From an optimization exercise on the open Yosys and OpenROAD flow, aimed at a short achievable clock period and few clock cycles; shortcuts taken in it are not production practice. At most, simulation tests tie the RTL to the original design; equivalence was not proved. Power figures rest on the tool's default switching activity, not on a simulated workload.

Setup of south:
// toplevel
module toplevel(
    input  wire clk,
    input  wire rst,
    output wire [7:0] imem_addr,
    input  wire [7:0] imem_data,
    output wire [7:0] dmem_addr,
    output wire [7:0] dmem_wdata,
    output wire       dmem_we,
    input  wire [7:0] dmem_rdata
);
    reg [7:0] fpc;
    reg [7:0] r0, r1, r2, r3, r4, r5, r6, r7;
    reg [7:0] op_a, op_b;               
    reg [7:0] op_as;                    
    reg [7:0] st_data, st_addr;         
    reg       e_arith, e_sub, e_and, e_or, e_xor, e_load, e_store;
    reg [7:0] e_we;                     
    reg [7:0] w_res;
    reg [7:0] w_we;                     
    wire [7:0] kg0 = op_as & op_b;
    wire [7:0] kp0 = op_as ^ op_b;
    wire [7:0] kg1 = kg0 | (kp0 & {kg0[6:0], 1'b0});
    wire [7:0] kp1 = kp0 & {kp0[6:0], 1'b0};
    wire [7:0] kg2 = kg1 | (kp1 & {kg1[5:0], 2'b0});
    wire [7:0] kp2 = kp1 & {kp1[5:0], 2'b0};
    wire [7:0] kg3 = kg2 | (kp2 & {kg2[3:0], 4'b0});
    wire [7:0] sum   = kp0 ^ {kg3[6:0], 1'b0};
    wire [7:0] other = ({8{e_and}}  & (op_a & op_b))
                     | ({8{e_or}}   & (op_a | op_b))
                     | ({8{e_xor}}  & (op_a ^ op_b))
                     | ({8{e_load}} & dmem_rdata);
    wire [7:0] res   = e_arith ? (sum ^ {8{e_sub}}) : other;
    assign dmem_addr  = st_addr;
    assign dmem_wdata = st_data;
    assign dmem_we    = e_store;
    wire [7:0] q0 = w_we[0] ? w_res : r0;
    wire [7:0] q1 = w_we[1] ? w_res : r1;
    wire [7:0] q2 = w_we[2] ? w_res : r2;
    wire [7:0] q3 = w_we[3] ? w_res : r3;
    wire [7:0] q4 = w_we[4] ? w_res : r4;
    wire [7:0] q5 = w_we[5] ? w_res : r5;
    wire [7:0] q6 = w_we[6] ? w_res : r6;
    wire [7:0] q7 = w_we[7] ? w_res : r7;
    always @(posedge clk or posedge rst) begin
        if (rst) begin
            r0 <= 8'd0; r1 <= 8'd0; r2 <= 8'd0; r3 <= 8'd0;
            r4 <= 8'd0; r5 <= 8'd0; r6 <= 8'd0; r7 <= 8'd0;
        end else begin
            r0 <= q0; r1 <= q1; r2 <= q2; r3 <= q3;
            r4 <= q4; r5 <= q5; r6 <= q6; r7 <= q7;
        end
    end
    wire [7:0] ins = imem_data;
    wire [2:0] f_op = ins[7:5];
    wire [2:0] f_rd = ins[4:2];
    wire [1:0] f_rs = ins[1:0];
    reg [7:0] rd_val, rs_val;
    reg       hit_a, hit_b;
    always @(*) begin
        case (f_rd)
            3'd0: rd_val = q0;
            3'd1: rd_val = q1;
            3'd2: rd_val = q2;
  ...
Size: roughly 600 cells after synthesis, ~0.0067 mm^2 of cells after synthesis.
==> module toplevel, before the edit <==
module toplevel(
    input  wire clk,
    input  wire rst,
    output wire [7:0] imem_addr,
    input  wire [7:0] imem_data,
    output wire [7:0] dmem_addr,
    output wire [7:0] dmem_wdata,
    output wire       dmem_we,
    input  wire [7:0] dmem_rdata
);
    reg [7:0] fpc;
    reg [7:0] r0, r1, r2, r3, r4, r5, r6, r7;
    reg [7:0] op_a, op_b;               
    reg [7:0] op_as;                    
    reg [7:0] st_data, st_addr;         
    reg       e_arith, e_sub, e_and, e_or, e_xor, e_load, e_store;
    reg [7:0] e_we;                     
    reg [7:0] w_res;
    reg [7:0] w_we;                     
    wire [7:0] kg0 = op_as & op_b;
    wire [7:0] kp0 = op_as ^ op_b;
    wire [7:0] kg1 = kg0 | (kp0 & {kg0[6:0], 1'b0});
    wire [7:0] kp1 = kp0 & {kp0[6:0], 1'b0};
    wire [7:0] kg2 = kg1 | (kp1 & {kg1[5:0], 2'b0});
    wire [7:0] kp2 = kp1 & {kp1[5:0], 2'b0};
    wire [7:0] kg3 = kg2 | (kp2 & {kg2[3:0], 4'b0});
    wire [7:0] sum   = kp0 ^ {kg3[6:0], 1'b0};
    wire [7:0] other = ({8{e_and}}  & (op_a & op_b))
                     | ({8{e_or}}   & (op_a | op_b))
                     | ({8{e_xor}}  & (op_a ^ op_b))
                     | ({8{e_load}} & dmem_rdata);
    wire [7:0] res   = e_arith ? (sum ^ {8{e_sub}}) : other;
    assign dmem_addr  = st_addr;
    assign dmem_wdata = st_data;
    assign dmem_we    = e_store;
    wire [7:0] q0 = w_we[0] ? w_res : r0;
    wire [7:0] q1 = w_we[1] ? w_res : r1;
    wire [7:0] q2 = w_we[2] ? w_res : r2;
    wire [7:0] q3 = w_we[3] ? w_res : r3;
    wire [7:0] q4 = w_we[4] ? w_res : r4;
    wire [7:0] q5 = w_we[5] ? w_res : r5;
    wire [7:0] q6 = w_we[6] ? w_res : r6;
    wire [7:0] q7 = w_we[7] ? w_res : r7;
    always @(posedge clk or posedge rst) begin
        if (rst) begin
            r0 <= 8'd0; r1 <= 8'd0; r2 <= 8'd0; r3 <= 8'd0;
            r4 <= 8'd0; r5 <= 8'd0; r6 <= 8'd0; r7 <= 8'd0;
        end else begin
            r0 <= q0; r1 <= q1; r2 <= q2; r3 <= q3;
            r4 <= q4; r5 <= q5; r6 <= q6; r7 <= q7;
        end
    end
    wire [7:0] ins = imem_data;
    wire [2:0] f_op = ins[7:5];
    wire [2:0] f_rd = ins[4:2];
    wire [1:0] f_rs = ins[1:0];
    reg [7:0] rd_val, rs_val;
    reg       hit_a, hit_b;
    always @(*) begin
        case (f_rd)
            3'd0: rd_val = q0;
            3'd1: rd_val = q1;
            3'd2: rd_val = q2;
            3'd3: rd_val = q3;
            3'd4: rd_val = q4;
            3'd5: rd_val = q5;
            3'd6: rd_val = q6;
            default: rd_val = q7;
        endcase
        case (f_rs)
            2'd0: rs_val = q0;
            2'd1: rs_val = q1;
            2'd2: rs_val = q2;
            default: rs_val = q3;
        endcase
        hit_a = e_we[f_rd];
        hit_b = e_we[{1'b0, f_rs}];
    end
    wire f_jmp   = (f_op == 3'b111);
    wire f_store = (f_op == 3'b110);
    wire f_sub   = (f_op == 3'b001);
    wire f_wr    = ~f_jmp & ~f_store;
    wire f_mem   = (f_op == 3'b101) | f_store;
    wire [7:0] a_next = hit_a ? res : rd_val;
    wire [7:0] b_next = hit_b ? res : rs_val;
    always @(posedge clk or posedge rst) begin
        if (rst) begin
            fpc <= 8'd0;
        end else if (f_jmp) begin
            if (!hit_b) fpc <= rs_val;
        end else begin
            fpc <= fpc + 8'd1;
        end
    end
    assign imem_addr = fpc;
    always @(posedge clk) begin
        op_a    <= a_next;
        op_b    <= b_next;
        op_as   <= f_sub ? ~a_next : a_next;
        st_data <= f_store ? a_next : 8'd0;
        st_addr <= f_mem ? b_next : 8'd0;
        w_res   <= res;
    end
    always @(posedge clk or posedge rst) begin
        if (rst) begin
            e_arith <= 1'b0; e_sub <= 1'b0; e_and <= 1'b0; e_or <= 1'b0;
            e_xor <= 1'b0; e_load <= 1'b0; e_store <= 1'b0;
            e_we <= 8'd0; w_we <= 8'd0;
        end else begin
            e_arith <= (f_op == 3'b000) | f_sub;
            e_sub   <= f_sub;
            e_and   <= (f_op == 3'b010);
            e_or    <= (f_op == 3'b011);
            e_xor   <= (f_op == 3'b100);
            e_load  <= (f_op == 3'b101);
            e_store <= f_store;
            e_we    <= f_wr ? (8'd1 << f_rd) : 8'd0;
            w_we    <= e_we;
        end
    end
endmodule
make LEC_CHECK=0 CAP_MARGIN=20 CORE_MARGIN=2 CORE_UTILIZATION=40 SETUP_SLACK_MARGIN=3.5 SLEW_MARGIN=20 finish   # period 5.0 ns
run.sh (not shown) runs the stock make flow with config.mk's settings and CLKGATE_MAP_FILE= SYNTH_SCRIPT=/design/flow/synth_recipe.tcl, a recipe that flattens the netlist after the stock synthesis.
--- input diff south..east ---
-- flow/design.v --
<<< south, line 82
    wire f_wr    = ~f_jmp & ~f_store;
    wire f_mem   = (f_op == 3'b101) | f_store;
    wire [7:0] a_next = hit_a ? res : rd_val;
    wire [7:0] b_next = hit_b ? res : rs_val;
    always @(posedge clk or posedge rst) begin
        if (rst) begin
>>> east, line 82
    wire f_wr    = ~f_jmp & ~f_store;
    wire f_mem   = (f_op == 3'b101) | f_store;
    wire f_rd_use = ~f_op[2] | (f_op == 3'b100) | f_store;    
    wire stall    = e_arith & ((hit_a & f_rd_use) | hit_b);
    wire [7:0] a_next = hit_a ? other : rd_val;
    wire [7:0] b_next = hit_b ? other : rs_val;
    always @(posedge clk or posedge rst) begin
        if (rst) begin
<<< south, line 89
        end else if (f_jmp) begin
            if (!hit_b) fpc <= rs_val;
        end else begin
            fpc <= fpc + 8'd1;
        end
>>> east, line 91
        end else if (f_jmp) begin
            if (!hit_b) fpc <= rs_val;
        end else if (!stall) begin
            fpc <= fpc + 8'd1;
        end
<<< south, line 108
            e_we <= 8'd0; w_we <= 8'd0;
        end else begin
            e_arith <= (f_op == 3'b000) | f_sub;
            e_sub   <= f_sub;
            e_and   <= (f_op == 3'b010);
            e_or    <= (f_op == 3'b011);
            e_xor   <= (f_op == 3'b100);
            e_load  <= (f_op == 3'b101);
            e_store <= f_store;
            e_we    <= f_wr ? (8'd1 << f_rd) : 8'd0;
            w_we    <= e_we;
        end
>>> east, line 110
            e_we <= 8'd0; w_we <= 8'd0;
        end else begin
            e_arith <= ~stall & ((f_op == 3'b000) | f_sub);
            e_sub   <= f_sub;
            e_and   <= (f_op == 3'b010);
            e_or    <= (f_op == 3'b011);
            e_xor   <= (f_op == 3'b100);
            e_load  <= ~stall & (f_op == 3'b101);
            e_store <= ~stall & f_store;
            e_we    <= (f_wr & ~stall) ? (8'd1 << f_rd) : 8'd0;
            w_we    <= e_we;
        end
### Flow results
- The final reports for east and south show cell area after technology mapping higher in the former.
- Compared with south, east shows a higher final worst-path cycle share.
- From south to east the numbers moved as follows: total power consumption of the routed design climbed 2.4%, count of placed standard cells including taps saw an increase, cell area climbed about 3%.
- Going from south to east, total power per unit cell area went down by about 0.8%; worst setup timing slack at the placement stage went up by 0.061 ns; global-route total usage across every layer went down by 0.31 points.
No run of this note included a check of the RTL's function; only the layout flow was run.


toplevel, a different RTL version from the one above (not shown whole).
Size in the first run: roughly 43 I/O pins, roughly 6000 um^2 of cells after synthesis.
==> module toplevel, before the edit <==
module toplevel(
    input  wire clk,
    input  wire rst,
    output wire [7:0] imem_addr,
    input  wire [7:0] imem_data,
    output wire [7:0] dmem_addr,
    output wire [7:0] dmem_wdata,
    output wire       dmem_we,
    input  wire [7:0] dmem_rdata
);
    reg [7:0] fpc;
    reg [7:0] r0, r1, r2, r3, r4, r5, r6, r7;
    reg [7:0] op_a, op_b;               
    reg [7:0] st_data, st_addr;         
    reg       e_arith, e_sub, e_and, e_or, e_xor, e_load, e_store;
    reg [7:0] e_we;                     
    reg [7:0] w_res;
    reg [7:0] w_we;                     
    wire [7:0] sum   = op_a + op_b;
    wire [7:0] diff  = op_a - op_b;
    wire [7:0] other = ({8{e_and}}  & (op_a & op_b))
                     | ({8{e_or}}   & (op_a | op_b))
                     | ({8{e_xor}}  & (op_a ^ op_b))
                     | ({8{e_load}} & dmem_rdata);
    wire [7:0] res   = ({8{e_arith & ~e_sub}} & sum) | ({8{e_sub}} & diff) | other;
    assign dmem_addr  = st_addr;
    assign dmem_wdata = st_data;
    assign dmem_we    = e_store;
    wire [7:0] q0 = w_we[0] ? w_res : r0;
    wire [7:0] q1 = w_we[1] ? w_res : r1;
    wire [7:0] q2 = w_we[2] ? w_res : r2;
    wire [7:0] q3 = w_we[3] ? w_res : r3;
    wire [7:0] q4 = w_we[4] ? w_res : r4;
    wire [7:0] q5 = w_we[5] ? w_res : r5;
    wire [7:0] q6 = w_we[6] ? w_res : r6;
    wire [7:0] q7 = w_we[7] ? w_res : r7;
    always @(posedge clk or posedge rst) begin
        if (rst) begin
            r0 <= 8'd0; r1 <= 8'd0; r2 <= 8'd0; r3 <= 8'd0;
            r4 <= 8'd0; r5 <= 8'd0; r6 <= 8'd0; r7 <= 8'd0;
        end else begin
            r0 <= q0; r1 <= q1; r2 <= q2; r3 <= q3;
            r4 <= q4; r5 <= q5; r6 <= q6; r7 <= q7;
        end
    end
    wire [7:0] ins = imem_data;
    wire [2:0] f_op = ins[7:5];
    wire [2:0] f_rd = ins[4:2];
    wire [1:0] f_rs = ins[1:0];
    reg [7:0] rd_val, rs_val;
    reg       hit_a, hit_b;
    always @(*) begin
        case (f_rd)
            3'd0: rd_val = q0;
            3'd1: rd_val = q1;
            3'd2: rd_val = q2;
            3'd3: rd_val = q3;
            3'd4: rd_val = q4;
            3'd5: rd_val = q5;
            3'd6: rd_val = q6;
            default: rd_val = q7;
        endcase
        case (f_rs)
            2'd0: rs_val = q0;
            2'd1: rs_val = q1;
            2'd2: rs_val = q2;
            default: rs_val = q3;
        endcase
        hit_a = e_we[f_rd];
        hit_b = e_we[{1'b0, f_rs}];
    end
    wire f_jmp   = (f_op == 3'b111);
    wire f_store = (f_op == 3'b110);
    wire f_sub   = (f_op == 3'b001);
    wire f_wr    = ~f_jmp & ~f_store;
    wire [7:0] a_next = hit_a ? res : rd_val;
    wire [7:0] b_next = hit_b ? res : rs_val;
    always @(posedge clk or posedge rst) begin
        if (rst) begin
            fpc <= 8'd0;
        end else if (f_jmp) begin
            if (!hit_b) fpc <= rs_val;
        end else begin
            fpc <= fpc + 8'd1;
        end
    end
    assign imem_addr = fpc;
    always @(posedge clk) begin
        op_a    <= a_next;
        op_b    <= b_next;
        st_data <= a_next;
        st_addr <= b_next;
        w_res   <= res;
    end
    always @(posedge clk or posedge rst) begin
        if (rst) begin
            e_arith <= 1'b0; e_sub <= 1'b0; e_and <= 1'b0; e_or <= 1'b0;
            e_xor <= 1'b0; e_load <= 1'b0; e_store <= 1'b0;
            e_we <= 8'd0; w_we <= 8'd0;
        end else begin
            e_arith <= (f_op == 3'b000) | f_sub;
            e_sub   <= f_sub;
            e_and   <= (f_op == 3'b010);
            e_or    <= (f_op == 3'b011);
            e_xor   <= (f_op == 3'b100);
            e_load  <= (f_op == 3'b101);
            e_store <= f_store;
            e_we    <= f_wr ? (8'd1 << f_rd) : 8'd0;
            w_we    <= e_we;
        end
    end
endmodule
export LEC_CHECK = 0
export CAP_MARGIN = 20
export CORE_MARGIN = 2
export CORE_UTILIZATION = 40
export SETUP_SLACK_MARGIN = 4.0
export SLEW_MARGIN = 20
create_clock -name core_clock -period 5.0 [get_ports {clk}]
standard.sh (not shown) runs the stock make flow with config.mk's settings and CLKGATE_MAP_FILE= SYNTH_SCRIPT=/design/flow/synth_recipe.tcl, a recipe that flattens the netlist after the stock synthesis.
==> flow/flow/run.sh <==
#!/bin/bash
# Standard ORFS layout with two changes: the port buffers are inserted as buf_4
# cells instead of the resizer's default choice (a slow delay buffer), and
# synthesis leaves adders to ABC instead of mapping them to full-adder cells.
set -euo pipefail
bash standard.sh "ADDER_MAP_FILE=" "BUFFER_PORTS_ARGS=-buffer_cell sky130_fd_sc_hd__buf_4" finish > standard.log 2>&1
Testbench counts at the start, summed over its fixed seeds: cycles 49,571.
Then changed:
--- a/flow/design.v
+++ b/flow/design.v
@@ -12,4 +12,5 @@
     reg [7:0] r0, r1, r2, r3, r4, r5, r6, r7;
     reg [7:0] op_a, op_b;               
+    reg [7:0] op_an;                    
     reg [7:0] st_data, st_addr;         
     reg       e_arith, e_sub, e_and, e_or, e_xor, e_load, e_store;
@@ -18,5 +19,5 @@
     reg [7:0] w_we;                     
     wire [7:0] sum   = op_a + op_b;
-    wire [7:0] diff  = op_a - op_b;
+    wire [7:0] diff  = ~(op_an + op_b);    
     wire [7:0] other = ({8{e_and}}  & (op_a & op_b))
                      | ({8{e_or}}   & (op_a | op_b))
@@ -89,4 +90,5 @@
         op_a    <= a_next;
         op_b    <= b_next;
+        op_an   <= ~a_next;
         st_data <= a_next;
         st_addr <= b_next;
Power is higher by a little under a tenth.
Design area is higher by a little under a tenth.
Wire length is higher by roughly a tenth.
Utilization is higher by 0.48 points.
Worst setup slack is worse by 0.22 ns.
Only the layout flow was run in the second run of this note; the RTL was not checked for function there.

what the ideal ports hide:
Ports are ideal in the flow. The routed layouts listed here were re-timed in OpenROAD. Step 1, drivers: a clkbuf_16 drives clk and a buf_2 each remaining input, both assumed. Step 2 times the ports against the registers' clock, not the clock port: input delays grow and output delays shrink by t, the midpoint of the rising clock arrivals with the driver on. Slacks: no drivers / after step 1 / after step 2; pairs: no drivers / after step 1.
| run | shift t [ns] | setup slack, ns | hold slack, ns | worst setup path at the end |
|---|---|---|---|---|
| south | 0.465 | 2.822 / 2.791 / 2.326 | 0.373 / 0.373 / 0.373 | input to register |
| east | 0.464 | 2.697 / 2.674 / 2.210 | 0.371 / 0.371 / 0.371 | input to register |
| the first run of note 2 | 0.458 | 3.016 / 2.912 / 2.455 | 0.373 / 0.373 / 0.373 | input to register |
| the second run of note 2 | 0.471 | 2.794 / 2.784 / 2.366 | 0.383 / 0.383 / 0.383 | input to register |
After both steps setup and hold are still met in every run listed. The setup slack of the first run of note 2, which loses most, moves by -0.104 ns with the drivers and by -0.561 ns with both steps.
